Source: an optimization exercise on an open RTL-to-GDS flow (aim: small area and a short achievable clock period). Production flows keep margins and buffers that such runs may drop. Only simulation tests tie the RTL to the original design; equivalence was not proved. Power is estimated from default activity; no workload was simulated.

## alpha
// Mesh
module Mesh(
  input         clock,
  input  [7:0]  io_in_a_0_0,
  input  [7:0]  io_in_a_1_0,
  input  [7:0]  io_in_a_2_0,
  input  [7:0]  io_in_a_3_0,
  input  [7:0]  io_in_a_4_0,
  input  [7:0]  io_in_a_5_0,
  input  [7:0]  io_in_a_6_0,
  input  [7:0]  io_in_a_7_0,
  input  [19:0] io_in_b_0_0,
  input  [19:0] io_in_b_1_0,
  input  [19:0] io_in_b_2_0,
  input  [19:0] io_in_b_3_0,
  input  [19:0] io_in_b_4_0,
  input  [19:0] io_in_b_5_0,
  input  [19:0] io_in_b_6_0,
  input  [19:0] io_in_b_7_0,
  input  [19:0] io_in_d_0_0,
  input  [19:0] io_in_d_1_0,
  input  [19:0] io_in_d_2_0,
  input  [19:0] io_in_d_3_0,
  input  [19:0] io_in_d_4_0,
  input  [19:0] io_in_d_5_0,
  input  [19:0] io_in_d_6_0,
  input  [19:0] io_in_d_7_0,
  input         io_in_control_0_0_dataflow,
  input         io_in_control_0_0_propagate,
  input  [4:0]  io_in_control_0_0_shift,
  input         io_in_control_1_0_dataflow,
  input         io_in_control_1_0_propagate,
  input  [4:0]  io_in_control_1_0_shift,
  input         io_in_control_2_0_dataflow,
  input         io_in_control_2_0_propagate,
  input  [4:0]  io_in_control_2_0_shift,
  input         io_in_control_3_0_dataflow,
  input         io_in_control_3_0_propagate,
  input  [4:0]  io_in_control_3_0_shift,
  input         io_in_control_4_0_dataflow,
  input         io_in_control_4_0_propagate,
  input  [4:0]  io_in_control_4_0_shift,
  input         io_in_control_5_0_dataflow,
  input         io_in_control_5_0_propagate,
  input  [4:0]  io_in_control_5_0_shift,
  input         io_in_control_6_0_dataflow,
  input         io_in_control_6_0_propagate,
  input  [4:0]  io_in_control_6_0_shift,
  input         io_in_control_7_0_dataflow,
  input         io_in_control_7_0_propagate,
  input  [4:0]  io_in_control_7_0_shift,
  input  [2:0]  io_in_id_0_0,
  ...
Size in the first run: ~98,000 cells after synthesis, about 7,600 flip-flops, about 570,000 um2 of cells after synthesis.
==> flow/config.mk <==
export PLATFORM = sky130hd
export DESIGN_NAME = Mesh
export DESIGN_NICKNAME = Mesh
export VERILOG_FILES = /design/flow/design.v
export SDC_FILE = /design/flow/constraint.sdc
export NUM_CORES = 8
export LEC_CHECK = 0
export ABC_AREA = 1
export CAP_MARGIN = 20
export CORE_MARGIN = 2
export CORE_UTILIZATION = 45
export SETUP_SLACK_MARGIN = 5.0
export SLEW_MARGIN = 20
==> flow/constraint.sdc <==
create_clock -name core_clock -period 8.5 [get_ports {clock}]
set_input_delay 1.7000 -clock core_clock [delete_from_list [all_inputs] [get_ports {clock}]]
set_output_delay 1.7000 -clock core_clock [all_outputs]
set_load 0.01 [all_outputs]
standard.sh (not shown) runs the stock make flow with config.mk's settings and CLKGATE_MAP_FILE= SYNTH_SCRIPT=/design/flow/synth_recipe.tcl, a recipe that flattens the netlist after the stock synthesis.
==> flow/flow/run.sh <==
#!/bin/bash
# Layout flow: the standard flow (standard.sh, all steps) with these make settings:
#  - SYNTH_ARGS=-noabc: no generic ABC pass before the final technology mapping
#  - ADDER_MAP_FILE empty: Yosys does not extract full/half adders into the library's
#    adder cells (which are slow); ABC maps the adder trees from plain gates
#    (registers and their names are unchanged)
#  - port buffers are buf_4 cells (BUFFER_PORTS_ARGS)
#  - sizing may change a cell's footprint (MATCH_CELL_FOOTPRINT=0)
#  - up to 10 antenna repair rounds after detailed routing (MAX_REPAIR_ANTENNAS_ITER_DRT)
# standard.sh's full output goes to standard.log here; ORFS's own logs are under orfs/logs.
set -euo pipefail
bash standard.sh \
  SYNTH_ARGS=-noabc \
  ADDER_MAP_FILE= \
  MATCH_CELL_FOOTPRINT=0 \
  "BUFFER_PORTS_ARGS=-buffer_cell sky130_fd_sc_hd__buf_4" \
  MAX_REPAIR_ANTENNAS_ITER_DRT=10 \
  finish > standard.log 2>&1
What beta does differently from alpha at the input level:
--- a/flow/design.v
+++ b/flow/design.v
@@ -176,27 +176,30 @@
 module PE_256(
   input         clock,
   input  [11:0] io_in_a,    
   input  [19:0] io_in_b,
   input  [19:0] io_in_d,
   input         io_in_control_dataflow,
   input         io_in_control_propagate,
   input         io_in_valid,
+  input         io_next_valid,
   input         io_next_dataflow,
   input         io_next_propagate,
+  input         io_swap,       
   input  [4:0]  io_next_shift,
   input  [7:0]  io_next_b,
   output [19:0] io_out_b,
   output [19:0] io_out_c
 );
   reg  [19:0] sel;
   reg  [19:0] oth;
   reg  [7:0]  mb;
   reg  [4:0]  s;
+  reg         acc;
   reg         last_s;
   wire        df   = io_in_control_dataflow;
   wire        prop = io_in_control_propagate;
   wire [19:0] mac;
   MacUnit mac_unit (
     .io_in_a (io_in_a),
     .io_in_b (mb),
     .io_in_c (df ? io_in_b : oth),
@@ -208,39 +211,42 @@
   generate
     for (j = 0; j < 19; j = j + 1) begin : m
       assign below[j] = sel[j] & (s >= j + 2);
     end
   endgenerate
   wire        rnd = z[0] & ((|below) | z[1]);
   assign io_out_c = z[20:1] + {19'd0, rnd};
   assign io_out_b = df ? mac : io_in_b;
-  wire        swap     = io_next_propagate ^ prop;
+  wire        swap     = io_swap;
   wire        last_s_next = io_in_valid ? prop : last_s;
-  wire        acc      = io_in_valid & ~df;
   wire [19:0] sel_new  = io_in_valid ? io_in_d : sel;
   wire [19:0] sel_nm   = swap ? oth : sel_new;    
   wire [19:0] oth_nm   = swap ? sel_new : oth;    
-  wire [19:0] oth_next = (~swap & acc) ? mac : oth_nm;
+  wire        oth_mac  = ~swap & acc;
+  wire        mb_mac   = io_next_dataflow & ~swap & acc;
+  wire [7:0]  mb_nm    = io_next_dataflow ? oth_nm[7:0] : io_next_b;
   always @(posedge clock) begin
     sel    <= (swap & acc) ? mac : sel_nm;
-    oth    <= oth_next;
-    mb     <= io_next_dataflow ? oth_next[7:0] : io_next_b;
-    s            <= (~io_next_dataflow & (last_s_next ^ io_next_propagate)) ? io_next_shift : 5'd0;
-    last_s       <= last_s_next;
+    oth    <= oth_mac ? mac : oth_nm;
+    mb     <= mb_mac ? mac[7:0] : mb_nm;
+    s      <= (~io_next_dataflow & (last_s_next ^ io_next_propagate)) ? io_next_shift : 5'd0;
+    acc    <= io_next_valid & ~io_next_dataflow;
+    last_s <= last_s_next;
   end
 endmodule
-module Tile(
+module Tile #(parameter FIRST = 0) (
   input         clock,
   input  [11:0] io_in_a,    
   input  [19:0] io_in_b,
   input  [7:0]  io_in_b_reg,
   input  [19:0] io_in_d,
   input         io_in_dataflow,
   input         io_in_propagate,
+  input         io_in_propagate_above,
   input  [4:0]  io_in_shift,
   input         io_in_valid,
   output [11:0] io_out_a,
   output [19:0] io_out_b,
   output [7:0]  io_out_b_reg,
   output [19:0] io_out_c,
   output        io_out_dataflow,
   output        io_out_propagate,
@@ -258,26 +264,38 @@
     in_a         <= io_in_a;
     in_b         <= io_in_b;
     in_d         <= io_in_d;
     in_dataflow  <= io_in_dataflow;
     in_propagate <= io_in_propagate;
     in_shift     <= io_in_shift;
     in_valid     <= io_in_valid;
   end
+  wire swap;
+  generate
+    if (FIRST) begin : swap_now
+      assign swap = io_in_propagate ^ in_propagate;
+    end else begin : swap_early
+      reg swap_r;
+      always @(posedge clock) swap_r <= io_in_propagate_above ^ io_in_propagate;
+      assign swap = swap_r;
+    end
+  endgenerate
   PE_256 pe (
     .clock                  (clock),
     .io_in_a                (in_a),
     .io_in_b                (in_b),
     .io_in_d                (in_d),
     .io_in_control_dataflow (in_dataflow),
     .io_in_control_propagate(in_propagate),
     .io_in_valid            (in_valid),
+    .io_next_valid          (io_in_valid),
     .io_next_dataflow       (io_in_dataflow),
     .io_next_propagate      (io_in_propagate),
+    .io_swap                (swap),
     .io_next_shift          (io_in_shift),
     .io_next_b              (io_in_b_reg),
     .io_out_b               (io_out_b),
     .io_out_c               (io_out_c)
   );
   assign io_out_a         = in_a;
   assign io_out_b_reg     = in_b[7:0];
   assign io_out_dataflow  = in_dataflow;
@@ -452,24 +470,25 @@
   assign df_v[7] = io_in_control_7_0_dataflow;
   assign pr_v[7] = io_in_control_7_0_propagate;
   assign sh_v[5*7+:5] = io_in_control_7_0_shift;
   assign v_v[7] = io_in_valid_7_0;
   genvar r, c;
   generate
     for (r = 0; r < N; r = r + 1) begin : row
       for (c = 0; c < N; c = c + 1) begin : col
-        Tile t (
+        Tile #(.FIRST(r == 0)) t (
           .clock         (clock),
           .io_in_a       (a_h[12*(r*(N+1)+c)+:12]),
           .io_in_b       (b_v[20*(r*N+c)+:20]),
           .io_in_b_reg   (bp_v[8*(r*N+c)+:8]),
           .io_in_d       (d_v[20*(r*N+c)+:20]),
           .io_in_dataflow(df_v[r*N+c]),
           .io_in_propagate(pr_v[r*N+c]),
+          .io_in_propagate_above(r == 0 ? 1'b0 : pr_v[((r == 0 ? 1 : r)-1)*N+c]),
           .io_in_shift   (sh_v[5*(r*N+c)+:5]),
           .io_in_valid   (v_v[r*N+c]),
           .io_out_a      (a_h[12*(r*(N+1)+c+1)+:12]),
           .io_out_b      (b_v[20*((r+1)*N+c)+:20]),
           .io_out_b_reg  (bp_v[8*((r+1)*N+c)+:8]),
           .io_out_c      (d_v[20*((r+1)*N+c)+:20]),
           .io_out_dataflow(df_v[(r+1)*N+c]),
           .io_out_propagate(pr_v[(r+1)*N+c]),
### Flow results
- Every run in the comparison, beta and alpha, completed the flow with a clean layout.
- Per the comparison of beta with alpha, final cell count without fillers went up; met1 track demand over resource in global routing went up; final wirelength went up; worst setup slack went up; sequential share of layout area went up.
- row[2].col[3].t.pe.mb[0] as the end point of the critical path was reported by alpha, and io_out_c_4_0[0] by beta.
- On net switching share of the total power: between beta and alpha, it ends up higher for alpha.
- Looking at beta and alpha, the multi-input combinational cell area is a wash.

==> what the ideal ports hide <==
In the flow no input, the clock included, has a driving cell. The finished layouts below were timed again as built, in two steps. Step 1: set_driving_cell puts a clkbuf_16 on clock and a buf_2 on each other input, an assumption about the parent block. Step 2, shift: input delay + t, output delay - t, t = (earliest + latest rising clock arrival at the registers) / 2. This alone moves slack from input paths to output paths. Three values: ideal, step 1, step 2; two values: the first two.
| run | t (ns) | setup WS [ns] | worst setup path after step 2 | clock arrival spread, ns | slew at the worst register clock pin (ns) |
|---|---|---|---|---|---|
| alpha | 1.361 | 5.036 / 4.924 / 4.098 | input to register | 0.097 / 0.097 | 0.08 / 0.08 |
| beta | 1.388 | 5.115 / 4.936 / 4.023 | input to register | 0.092 / 0.091 | 0.07 / 0.07 |
After both steps every run listed still meets setup and hold. The setup slack of beta, which loses most, moves by -0.179 ns with the drivers and by -1.092 ns with both steps.
